Source: an optimization exercise on an open RTL-to-GDS flow (aim: small area and a short achievable clock period). Production flows keep margins and buffers that such runs may drop.
The RTL was checked by simulation tests, not by an equivalence proof against the original design.

`flow/run.sh`:
```
#!/bin/bash
# synth_recipe.tcl (not shown) runs the flow's synth.tcl, then flattens the netlist and writes it again
# the make line also repeats each setting of config.mk as NAME=value (left out here)
make -C /OpenROAD-flow-scripts/flow DESIGN_CONFIG=/design/flow/config.mk WORK_HOME=/design/flow/orfs CLKGATE_MAP_FILE= SYNTH_SCRIPT=/design/flow/synth_recipe.tcl finish
```
`flow/config.mk`:
```
export PLATFORM = sky130hd
export DESIGN_NAME = alu_top
export DESIGN_NICKNAME = alu_top
export VERILOG_FILES = /design/flow/design.v
export SDC_FILE = /design/flow/constraint.sdc
export NUM_CORES = 4
export LEC_CHECK = 0
export ABC_AREA = 1
export CAP_MARGIN = 20
export CORE_MARGIN = 2
export CORE_UTILIZATION = 55
export CTS_CLUSTER_DIAMETER = 40
export CTS_CLUSTER_SIZE = 8
export SLEW_MARGIN = 20
```
`flow/constraint.sdc`:
```
create_clock -name core_clock -period 90.0 [get_ports {clk}]
set_input_delay 18.0000 -clock core_clock [delete_from_list [all_inputs] [get_ports {clk}]]
set_output_delay 18.0000 -clock core_clock [all_outputs]
set_load 0.01 [all_outputs]
```
`flow/design.v`:
```
module alu_top (
    input  logic        clk,
    input  logic [31:0] a,
    input  logic [31:0] b,
    input  logic [3:0]  op,
    output logic [31:0] z
);
    logic [31:0] a_q, b_q, z_q, z_c;
    logic [3:0]  op_q;
    always_ff @(posedge clk) begin
        a_q  <= a;
        b_q  <= b;
        op_q <= op;
        z_q  <= z_c;
    end
    alu #(.width(32)) u_alu (.A(a_q), .B(b_q), .op(op_q), .Z(z_c));
    assign z = z_q;
endmodule

module alu
#(parameter int width = 8)
(A, B, op, Z);
    input  logic [width-1:0] A, B;
    input  logic [3:0]       op;
    output logic [width-1:0] Z;
    localparam int W  = 36;          
    localparam int NR = 16;          
    logic is_mul, is_div, is_shl;
    assign is_mul = (op == 4'd2);
    assign is_div = (op == 4'd3);
    assign is_shl = (op == 4'd7);
    logic [31:0] n16, n8, n4, n2, D;
    logic [4:0]  s;
    assign s[4] = ~|B[31:16];
    assign n16  = s[4] ? {B[15:0], 16'b0} : B;
    assign s[3] = ~|n16[31:24];
    assign n8   = s[3] ? {n16[23:0], 8'b0} : n16;
    assign s[2] = ~|n8[31:28];
    assign n4   = s[2] ? {n8[27:0], 4'b0} : n8;
    assign s[1] = ~|n4[31:30];
    assign n2   = s[1] ? {n4[29:0], 2'b0} : n4;
    assign s[0] = ~n2[31];
    assign D    = s[0] ? {n2[30:0], 1'b0} : n2;
    logic [4:0]  amt;
    logic [62:0] L, l4, l3, l2, l1;
    assign amt = is_div ? s : (is_shl ? B[4:0] : ~B[4:0]);
    assign l4 = amt[4] ? {15'b0, A, 16'b0} : {31'b0, A};
    assign l3 = amt[3] ? {l4[54:0], 8'b0} : l4;
    assign l2 = amt[2] ? {l3[58:0], 4'b0} : l3;
    assign l1 = amt[1] ? {l2[60:0], 2'b0} : l2;
    assign L  = amt[0] ? {l1[61:0], 1'b0} : l1;
    logic [31:0] X;
    logic [33:0] D3;
    logic        d3c;
    assign X = is_mul ? A : D;
    pfx_add #(.N(34), .LV(6)) u_d3 (.a({2'b0, D}), .b({1'b0, D, 1'b0}), .ci(1'b0), .s(D3), .co(d3c));
    logic [W-1:0] S [0:NR];
    logic [W-1:0] C [0:NR];
    logic [31:0]  qpos, qneg;       
    assign S[NR] = is_div ? {5'b0, L[62:32]} : '0;
    assign C[NR] = '0;
    genvar j, k;
    generate
        for (j = NR - 1; j >= 0; j = j - 1) begin : row
            logic [W-1:0] a, b, y, mj;
            logic [1:0]   nb;
            logic         q_one, q_two, q_three, q_pos, q_neg;
            logic         m_one, m_two, m_neg;
            logic         one, two, three, neg;
            assign nb = is_div ? L[2*j+1:2*j] : 2'b00;
            assign a = {S[j+1][W-3:0], nb};
            assign b = {C[j+1][W-3:0], 2'b00};
            srt_sel u_sel (.sa(a[W-1:W-6]), .sb(b[W-1:W-6]), .d(D[30:29]), .one(q_one), .two(q_two),
                           .three(q_three), .pos(q_pos), .neg(q_neg));
            logic b_hi, b_mid, b_lo;
            assign b_hi  = B[2*j+1];
            assign b_mid = B[2*j];
            if (j == 0) begin : b0
                assign b_lo = 1'b0;
            end else begin : bn
                assign b_lo = B[2*j-1];
            end
            assign m_one = b_mid ^ b_lo;
            assign m_two = (b_hi & ~b_mid & ~b_lo) | (~b_hi & b_mid & b_lo);
            assign m_neg = b_hi & ~(b_mid & b_lo);
            assign one   = is_mul ? m_one : q_one;
            assign two   = is_mul ? m_two : q_two;
            assign three = ~is_mul & q_three;
            assign neg   = is_mul ? m_neg : q_pos;
            for (k = 0; k < W; k = k + 1) begin : bit_
                logic x1, x2, x3;
                if (k < 32) begin : g1
                    assign x1 = X[k];
                end else begin : z1
                    assign x1 = 1'b0;
                end
                if (k >= 1 && k <= 32) begin : g2
                    assign x2 = X[k-1];
                end else begin : z2
                    assign x2 = 1'b0;
                end
                if (k < 34) begin : g3
                    assign x3 = D3[k];
                end else begin : z3
                    assign x3 = 1'b0;
                end
                assign y[k] = ((one & x1) | (two & x2) | (three & x3)) ^ neg;
            end
            assign S[j] = a ^ b ^ y;
            assign mj   = (a & b) | (a & y) | (b & y);
            assign C[j] = {mj[W-2:0], neg};
            assign qpos[2*j+1:2*j] = {(q_two | q_three) & q_pos, (q_one | q_three) & q_pos};
            assign qneg[2*j+1:2*j] = {(q_two | q_three) & q_neg, (q_one | q_three) & q_neg};
        end
    endgenerate
    logic rem_neg;
    pfx_sign #(.N(W), .LV(6)) u_rem (.a(S[0]), .b(C[0]), .neg(rem_neg));
    logic [31:0] fa, fb, sum;
    logic        fc, sco;
    always_comb begin
        if (is_mul) begin
            fa = S[0][31:0]; fb = C[0][31:0]; fc = 1'b0;
        end else if (is_div) begin
            fa = qpos; fb = ~qneg; fc = ~rem_neg;
        end else if (op[0]) begin
            fa = A; fb = ~B; fc = 1'b1;
        end else begin
            fa = A; fb = B; fc = 1'b0;
        end
    end
    pfx_add #(.N(32), .LV(5)) u_sum (.a(fa), .b(fb), .ci(fc), .s(sum), .co(sco));
    logic bz, big;
    assign bz  = ~|B;
    assign big = |B[31:5];
    always_comb begin
        case (op)
            4'd0, 4'd1, 4'd2: Z = sum;
            4'd3:             Z = bz ? 32'hFFFFFFFF : sum;
            4'd4:             Z = A & B;
            4'd5:             Z = A | B;
            4'd6:             Z = {31'b0, ~|A};
            4'd7:             Z = big ? 32'b0 : L[31:0];
            4'd8:             Z = big ? 32'b0 : L[62:31];
            default:          Z = 32'b0;
        endcase
    end
endmodule
module pfx_add #(parameter int N = 8, parameter int LV = 3) (
    input  logic [N-1:0] a, b,
    input  logic         ci,
    output logic [N-1:0] s,
    output logic         co
);
    logic [N-1:0] g [0:LV];
    logic [N-1:0] p [0:LV];
    logic [N-1:0] p0;
    assign p0 = a ^ b;
    assign g[0] = (a & b) | {{(N-1){1'b0}}, p0[0] & ci};
    assign p[0] = p0;
    genvar l, i;
    generate
        for (l = 0; l < LV; l = l + 1) begin : lvl
            for (i = 0; i < N; i = i + 1) begin : nd
                if (((i >> l) & 1) == 1) begin : cmb
                    localparam int K = ((i >> l) << l) - 1;
                    assign g[l+1][i] = g[l][i] | (p[l][i] & g[l][K]);
                    assign p[l+1][i] = p[l][i] & p[l][K];
                end else begin : pass
                    assign g[l+1][i] = g[l][i];
                    assign p[l+1][i] = p[l][i];
                end
            end
        end
    endgenerate
    assign s  = p0 ^ {g[LV][N-2:0], ci};
    assign co = g[LV][N-1];
endmodule
module pfx_sign #(parameter int N = 8, parameter int LV = 3) (
    input  logic [N-1:0] a, b,
    output logic         neg
);
    localparam int M  = N - 1;
    logic [M-1:0] g [0:LV];
    logic [M-1:0] p [0:LV];
    assign g[0] = a[M-1:0] & b[M-1:0];
    assign p[0] = a[M-1:0] ^ b[M-1:0];
    genvar l, i;
    generate
        for (l = 0; l < LV; l = l + 1) begin : lvl
            for (i = 0; i < M; i = i + 1) begin : nd
                if (i >= (1 << l)) begin : cmb
                    assign g[l+1][i] = g[l][i] | (p[l][i] & g[l][i - (1 << l)]);
                    assign p[l+1][i] = p[l][i] & p[l][i - (1 << l)];
                end else begin : pass
                    assign g[l+1][i] = g[l][i];
                    assign p[l+1][i] = p[l][i];
                end
            end
        end
    endgenerate
    assign neg = a[M] ^ b[M] ^ g[LV][M-1];
endmodule
module srt_sel (
    input  logic [5:0] sa, sb,
    input  logic [1:0] d,
    output logic       one, two, three, pos, neg
);
    logic [5:0] g0, p0, g1, p1, g2, p2, g3, e;
    assign g0 = sa & sb;
    assign p0 = sa ^ sb;
    assign g1 = {g0[5:1] | (p0[5:1] & g0[4:0]), g0[0]};
    assign p1 = {p0[5:1] & p0[4:0], p0[0]};
    assign g2 = {g1[5:2] | (p1[5:2] & g1[3:0]), g1[1:0]};
    assign p2 = {p1[5:2] & p1[3:0], p1[1:0]};
    assign g3 = {g2[5:4] | (p2[5:4] & g2[1:0]), g2[3:0]};
    assign e  = p0 ^ {g3[4:0], 1'b0};
    logic [4:0] r;
    always_comb begin
        case ({d, e})
            8'd32: r = 5'b00101;
            8'd33: r = 5'b00101;
            8'd34: r = 5'b00101;
            8'd35: r = 5'b00101;
            8'd36: r = 5'b00101;
            8'd37: r = 5'b00101;
            8'd38: r = 5'b00101;
            8'd39: r = 5'b00101;
            8'd40: r = 5'b00101;
            8'd41: r = 5'b00101;
            8'd42: r = 5'b00101;
            8'd43: r = 5'b00101;
            8'd44: r = 5'b00101;
            8'd45: r = 5'b00101;
            8'd46: r = 5'b00101;
            8'd47: r = 5'b00101;
            8'd48: r = 5'b00101;
            8'd49: r = 5'b00101;
            8'd50: r = 5'b00101;
            8'd51: r = 5'b00101;
            8'd52: r = 5'b00101;
            8'd53: r = 5'b00101;
            8'd54: r = 5'b00101;
            8'd55: r = 5'b00101;
            8'd56: r = 5'b00101;
            8'd57: r = 5'b00101;
            8'd58: r = 5'b01001;
            8'd59: r = 5'b01001;
            8'd60: r = 5'b10001;
            8'd61: r = 5'b10001;
            8'd62: r = 5'b10001;
            8'd63: r = 5'b00000;
            8'd0: r = 5'b00000;
            8'd1: r = 5'b10010;
            8'd2: r = 5'b10010;
            8'd3: r = 5'b01010;
            8'd4: r = 5'b01010;
            8'd5: r = 5'b00110;
            8'd6: r = 5'b00110;
            8'd7: r = 5'b00110;
            8'd8: r = 5'b00110;
            8'd9: r = 5'b00110;
            8'd10: r = 5'b00110;
            8'd11: r = 5'b00110;
            8'd12: r = 5'b00110;
            8'd13: r = 5'b00110;
            8'd14: r = 5'b00110;
            8'd15: r = 5'b00110;
            8'd16: r = 5'b00110;
            8'd17: r = 5'b00110;
            8'd18: r = 5'b00110;
            8'd19: r = 5'b00110;
            8'd20: r = 5'b00110;
            8'd21: r = 5'b00110;
            8'd22: r = 5'b00110;
            8'd23: r = 5'b00110;
            8'd24: r = 5'b00110;
            8'd25: r = 5'b00110;
            8'd26: r = 5'b00110;
            8'd27: r = 5'b00110;
            8'd28: r = 5'b00110;
            8'd29: r = 5'b00110;
            8'd30: r = 5'b00110;
            8'd31: r = 5'b00110;
            8'd96: r = 5'b00101;
            8'd97: r = 5'b00101;
            8'd98: r = 5'b00101;
            8'd99: r = 5'b00101;
            8'd100: r = 5'b00101;
            8'd101: r = 5'b00101;
            8'd102: r = 5'b00101;
            8'd103: r = 5'b00101;
            8'd104: r = 5'b00101;
            8'd105: r = 5'b00101;
            8'd106: r = 5'b00101;
            8'd107: r = 5'b00101;
            8'd108: r = 5'b00101;
            8'd109: r = 5'b00101;
            8'd110: r = 5'b00101;
            8'd111: r = 5'b00101;
            8'd112: r = 5'b00101;
            8'd113: r = 5'b00101;
            8'd114: r = 5'b00101;
            8'd115: r = 5'b00101;
            8'd116: r = 5'b00101;
            8'd117: r = 5'b00101;
            8'd118: r = 5'b00101;
            8'd119: r = 5'b00101;
            8'd120: r = 5'b00101;
            8'd121: r = 5'b01001;
            8'd122: r = 5'b01001;
            8'd123: r = 5'b01001;
            8'd124: r = 5'b10001;
            8'd125: r = 5'b10001;
            8'd126: r = 5'b10001;
            8'd127: r = 5'b00000;
            8'd64: r = 5'b00000;
            8'd65: r = 5'b10010;
            8'd66: r = 5'b10010;
            8'd67: r = 5'b01010;
            8'd68: r = 5'b01010;
            8'd69: r = 5'b01010;
            8'd70: r = 5'b00110;
            8'd71: r = 5'b00110;
            8'd72: r = 5'b00110;
            8'd73: r = 5'b00110;
            8'd74: r = 5'b00110;
            8'd75: r = 5'b00110;
            8'd76: r = 5'b00110;
            8'd77: r = 5'b00110;
            8'd78: r = 5'b00110;
            8'd79: r = 5'b00110;
            8'd80: r = 5'b00110;
            8'd81: r = 5'b00110;
            8'd82: r = 5'b00110;
            8'd83: r = 5'b00110;
            8'd84: r = 5'b00110;
            8'd85: r = 5'b00110;
            8'd86: r = 5'b00110;
            8'd87: r = 5'b00110;
            8'd88: r = 5'b00110;
            8'd89: r = 5'b00110;
            8'd90: r = 5'b00110;
            8'd91: r = 5'b00110;
            8'd92: r = 5'b00110;
            8'd93: r = 5'b00110;
            8'd94: r = 5'b00110;
            8'd95: r = 5'b00110;
            8'd160: r = 5'b00101;
            8'd161: r = 5'b00101;
            8'd162: r = 5'b00101;
            8'd163: r = 5'b00101;
            8'd164: r = 5'b00101;
            8'd165: r = 5'b00101;
            8'd166: r = 5'b00101;
            8'd167: r = 5'b00101;
            8'd168: r = 5'b00101;
            8'd169: r = 5'b00101;
            8'd170: r = 5'b00101;
            8'd171: r = 5'b00101;
            8'd172: r = 5'b00101;
            8'd173: r = 5'b00101;
            8'd174: r = 5'b00101;
            8'd175: r = 5'b00101;
            8'd176: r = 5'b00101;
            8'd177: r = 5'b00101;
            8'd178: r = 5'b00101;
            8'd179: r = 5'b00101;
            8'd180: r = 5'b00101;
            8'd181: r = 5'b00101;
            8'd182: r = 5'b00101;
            8'd183: r = 5'b00101;
            8'd184: r = 5'b01001;
            8'd185: r = 5'b01001;
            8'd186: r = 5'b01001;
            8'd187: r = 5'b10001;
            8'd188: r = 5'b10001;
            8'd189: r = 5'b10001;
            8'd190: r = 5'b10001;
            8'd191: r = 5'b00000;
            8'd128: r = 5'b00000;
            8'd129: r = 5'b10010;
            8'd130: r = 5'b10010;
            8'd131: r = 5'b10010;
            8'd132: r = 5'b01010;
            8'd133: r = 5'b01010;
            8'd134: r = 5'b01010;
            8'd135: r = 5'b00110;
            8'd136: r = 5'b00110;
            8'd137: r = 5'b00110;
            8'd138: r = 5'b00110;
            8'd139: r = 5'b00110;
            8'd140: r = 5'b00110;
            8'd141: r = 5'b00110;
            8'd142: r = 5'b00110;
            8'd143: r = 5'b00110;
            8'd144: r = 5'b00110;
            8'd145: r = 5'b00110;
            8'd146: r = 5'b00110;
            8'd147: r = 5'b00110;
            8'd148: r = 5'b00110;
            8'd149: r = 5'b00110;
            8'd150: r = 5'b00110;
            8'd151: r = 5'b00110;
            8'd152: r = 5'b00110;
            8'd153: r = 5'b00110;
            8'd154: r = 5'b00110;
            8'd155: r = 5'b00110;
            8'd156: r = 5'b00110;
            8'd157: r = 5'b00110;
            8'd158: r = 5'b00110;
            8'd159: r = 5'b00110;
            8'd224: r = 5'b00101;
            8'd225: r = 5'b00101;
            8'd226: r = 5'b00101;
            8'd227: r = 5'b00101;
            8'd228: r = 5'b00101;
            8'd229: r = 5'b00101;
            8'd230: r = 5'b00101;
            8'd231: r = 5'b00101;
            8'd232: r = 5'b00101;
            8'd233: r = 5'b00101;
            8'd234: r = 5'b00101;
            8'd235: r = 5'b00101;
            8'd236: r = 5'b00101;
            8'd237: r = 5'b00101;
            8'd238: r = 5'b00101;
            8'd239: r = 5'b00101;
            8'd240: r = 5'b00101;
            8'd241: r = 5'b00101;
            8'd242: r = 5'b00101;
            8'd243: r = 5'b00101;
            8'd244: r = 5'b00101;
            8'd245: r = 5'b00101;
            8'd246: r = 5'b00101;
            8'd247: r = 5'b01001;
            8'd248: r = 5'b01001;
            8'd249: r = 5'b01001;
            8'd250: r = 5'b01001;
            8'd251: r = 5'b10001;
            8'd252: r = 5'b10001;
            8'd253: r = 5'b10001;
            8'd254: r = 5'b10001;
            8'd255: r = 5'b00000;
            8'd192: r = 5'b00000;
            8'd193: r = 5'b10010;
            8'd194: r = 5'b10010;
            8'd195: r = 5'b10010;
            8'd196: r = 5'b01010;
            8'd197: r = 5'b01010;
            8'd198: r = 5'b01010;
            8'd199: r = 5'b01010;
            8'd200: r = 5'b00110;
            8'd201: r = 5'b00110;
            8'd202: r = 5'b00110;
            8'd203: r = 5'b00110;
            8'd204: r = 5'b00110;
            8'd205: r = 5'b00110;
            8'd206: r = 5'b00110;
            8'd207: r = 5'b00110;
            8'd208: r = 5'b00110;
            8'd209: r = 5'b00110;
            8'd210: r = 5'b00110;
            8'd211: r = 5'b00110;
            8'd212: r = 5'b00110;
            8'd213: r = 5'b00110;
            8'd214: r = 5'b00110;
            8'd215: r = 5'b00110;
            8'd216: r = 5'b00110;
            8'd217: r = 5'b00110;
            8'd218: r = 5'b00110;
            8'd219: r = 5'b00110;
            8'd220: r = 5'b00110;
            8'd221: r = 5'b00110;
            8'd222: r = 5'b00110;
            8'd223: r = 5'b00110;
            default: r = 5'b00000;
        endcase
    end
    assign {one, two, three, pos, neg} = r;
endmodule
```
==> run summary <==
==> path summary, 6_finish.rpt <==
path,depth (start not counted),slack [ns],startpoint,endpoint
setup reg to reg,453,12.72,b_q[29],z_q[31]
hold / removal,2,0.75,b_q[26],z_q[26]
setup / recovery,453,12.72,b_q[29],z_q[31]
hold reg to reg,2,0.75,b_q[26],z_q[26]
==> worst max-delay path, delay by kind of cell, from the launching register on <==
| kind | cells | cell delay (ns) |
|---|---|---|
| simple gates | 193 | 22.45 |
| compound gates | 115 | 20.99 |
| fa+ha+maj | 35 | 14.35 |
| buf+inv | 78 | 12.14 |
| xor+xnor | 32 | 6.57 |
| flops | 1 | 0.44 |
==> kinds of logic after synthesis <==
kind of cell	after synthesis
flip-flops	100
XOR/XNOR	593
multiplexers	2
adder cells (fa/ha/maj)	785
AND/OR/NAND/NOR	2559
buffers and inverters	1527
AO/OA/AOI/OAI	1601
==> layout by cell type, fill, tap and decap left out, drive strengths merged, types with 204 or more instances in the layout <==
master / instances
o221ai: 412
a21oi: 207
nand3: 471
o21ai: 629
inv: 1025
buf: 204
ha: 307
xor2: 534
nand2: 1469
fa: 478
nor2: 403
==> registers in the layout, indices dropped and copies added, names as in the netlist <==
| name | flops |
|---|---|
| a_q | 32 |
| b_q | 32 |
| z_q | 32 |
| op_q | 4 |
==> through the flow <==
step           area (µm²)  hold slack (ns)
2_1_floorplan       48600           0.5265
3_3_place_gp        50720           0.6978
3_5_place_dp        50720           0.7002
4_1_cts             51040           0.7297
5_1_grt             51090           0.7803
6_report            51100           0.7507
==> metal layers <==
metal / wire length, µm / GRT usage [%] / up-vias
li1: - / - / 23635
met1: 86480 / 67.14 / 26165
met2: 95910 / 74.55 / 5374
met3: 43580 / 24.49 / 1582
met4: 23950 / 36.02 / 26
met5: 558 / 1.852 / -
==> synthesized netlist by cell type, types with 29 or more instances <==
| cell | instances |
|---|---|
| nand2_1 | 1392 |
| inv_1 | 997 |
| o21ai_0 | 567 |
| xor2_1 | 534 |
| fa_1 | 478 |
| nand3_1 | 415 |
| o221ai_1 | 412 |
| nor2_1 | 387 |
| clkbuf_1 | 369 |
| ha_1 | 307 |
| a21oi_1 | 205 |
| dfxtp_1 | 100 |
| a22oi_1 | 74 |
| nand4_1 | 71 |
| o22ai_1 | 64 |
| o21ai_1 | 61 |
| xnor2_1 | 59 |
| nand2_2 | 57 |
| nand3_2 | 55 |
| nor3_1 | 50 |
| buf_2 | 44 |
| clkinv_1 | 32 |
| o211ai_1 | 31 |
| or2_2 | 31 |
| buf_1 | 29 |
==> final cells by class <==
class / count / area share, %
Clock inverter: 7 / 0.1788
Timing Repair Buffer: 306 / 5.059
Sequential cell: 100 / 3.918
Tap cell: 1165 / 2.853
Clock buffer: 9 / 0.4408
Inverter: 1054 / 7.767
Antenna cell: 1 / 0.004897
Multi-Input combinational cell: 5540 / 79.78
==> impl_metrics.env <==
export IMPL_dr_pass1_iters=8
export IMPL_setup_tns_final_ns=0
export IMPL_track_usage_pct=54.10
export IMPL_synthToLayoutAreaGrowth_pct=5.144
export IMPL_grt_ovfl_total=0
export IMPL_report_final_slew_viol_count=0
export IMPL_clock_path_buffers=2
export IMPL_fin_cells=8182
export IMPL_syn_area_um2=48600
export IMPL_worstSkewPairLatency_ns=0.40
export IMPL_dieArea_um2=90750
export IMPL_maxSlewHeadroom_pct=9.326
export IMPL_synth_area_top_cells="fa_1, nand2_1, xor2_1"
export IMPL_drive_above_1_share_pct=6.913
export IMPL_syn_avg_cell_area_um2=6.781
export IMPL_antenna_found_initial=9
export IMPL_period_share_pct=85.87
export IMPL_ys_seq_area_share_pct=4.119
export IMPL_cts_tree="built"
export IMPL_place_gp_congestion=1.135
export IMPL_synth_compound_area_share_pct=21.57
export IMPL_crit_path_end_kind="register"
export IMPL_die_w_um=301.3
export IMPL_syn_inst=7167
export IMPL_avgRoutedWirePerCell_um=30.61
export IMPL_fp_coreArea_um2=87970
export IMPL_post_route_drc_count=0
export IMPL_critPathSlowestCell="o32ai_1"
export IMPL_grt_pass1_vias=53212
export IMPL_die_y_um=301.3
export IMPL_arrival_ns=77.59
export IMPL_synthArstFlopShare_pct=0
export IMPL_rows=109
export IMPL_synth_mux_area_share_pct=0.04119
export IMPL_rsz0062_at_grt="false"
export IMPL_worstSetupPathType="register to register"
export IMPL_cts_setup_buffers=0
export IMPL_start_kind="register"
export IMPL_clock_sinks=100
export IMPL_nets=7865
export IMPL_start_util_pct=55.25
export IMPL_setup_viol=0
export IMPL_hold_viol_final=0
export IMPL_cts_buffers=9
export IMPL_skew_ns=0.02441
export IMPL_synth_simple_area_share_pct=23.70
export IMPL_worstMarginPinSlew_ns=1.346
export IMPL_yosysTopAreaCellShare_pct=19.69
export IMPL_holdCritPathClass="register to register"
export IMPL_synth_largest_area_cell="fa_1"
export IMPL_crit_top_cell="nand2_1"
export IMPL_synth_ff_type="dfxtp_1"
export IMPL_synth_distinct_cells=68
export IMPL_cp_slowest_stage_delay_ns=0.88
export IMPL_worst_slack_ns=12.72
export IMPL_cp_max_fo=36
export IMPL_port_buffers=100
export IMPL_drt_iter0_drc=10061
export IMPL_post_place_ws_ns=14.23
export IMPL_vias=56782
export IMPL_via_per_inst=6.940
export IMPL_final_util_pct=58.09
export IMPL_place_hpwl_um=196200
export IMPL_cp_required_ns=90.31
export IMPL_grt_pass1_wl_um=362400
export IMPL_cts_resized=0
export IMPL_drv_cap=0
export IMPL_seq_area_um2=2002
export IMPL_ys_warn_count=16
export IMPL_fill_cells=8564
export IMPL_synth_top_family_by_area="adder cells"
export IMPL_postRouteAntennaNets=0
export IMPL_ys_ff_latch=100
export IMPL_place_inst=8162
export IMPL_synth_xor_area_share_pct=10.69
export IMPL_clockRootBuffer="clkbuf_16"
export IMPL_synth_edf_count=0
export IMPL_finalWirelength_um=250500
export IMPL_fmax_ghz=0.01294
export IMPL_multi_input_area_um2=40760
export IMPL_grt_max_degree=81
export IMPL_syn_num_nets=8021
export IMPL_hold_buffers=0
export IMPL_status="timing/DRC/antenna clean"
export IMPL_synth_adder_area_share_pct=27.60
export IMPL_ios=101
export IMPL_htree_num_levels=3
export IMPL_cts_reportedPaths_clkPinSlew_ns=0.10
export IMPL_fin_crit_ns=77.28

-- afterwards: timing with drivers on the ports --
How much do the figures lean on ideal ports? The routed layout below was timed once more, with nothing changed but the port constraints. Step 1 (the two cells are an assumption about what drives the block):
set clk [get_ports {clk}]
set_driving_cell -lib_cell sky130_fd_sc_hd__clkbuf_16 $clk
set_driving_cell -lib_cell sky130_fd_sc_hd__buf_2 [delete_from_list [all_inputs] $clk]
Step 2, shift: input delay + t, output delay - t, t = (earliest + latest rising clock arrival at the registers) / 2. This alone moves slack from input paths to output paths. a / b / c = ideal ports / drivers / drivers and shift; a / b = the first two.
shift t [ns]: 0.428
setup slack, ns: 12.721 / 12.721 / 12.721
hold WS [ns]: 0.751 / 0.751 / 0.751
slew at the worst register clock pin (ns): 0.10 / 0.10
After both steps this run still meets setup and hold. For this run, drivers alone change the setup slack by 0.000 ns; drivers and shift together by 0.000 ns.
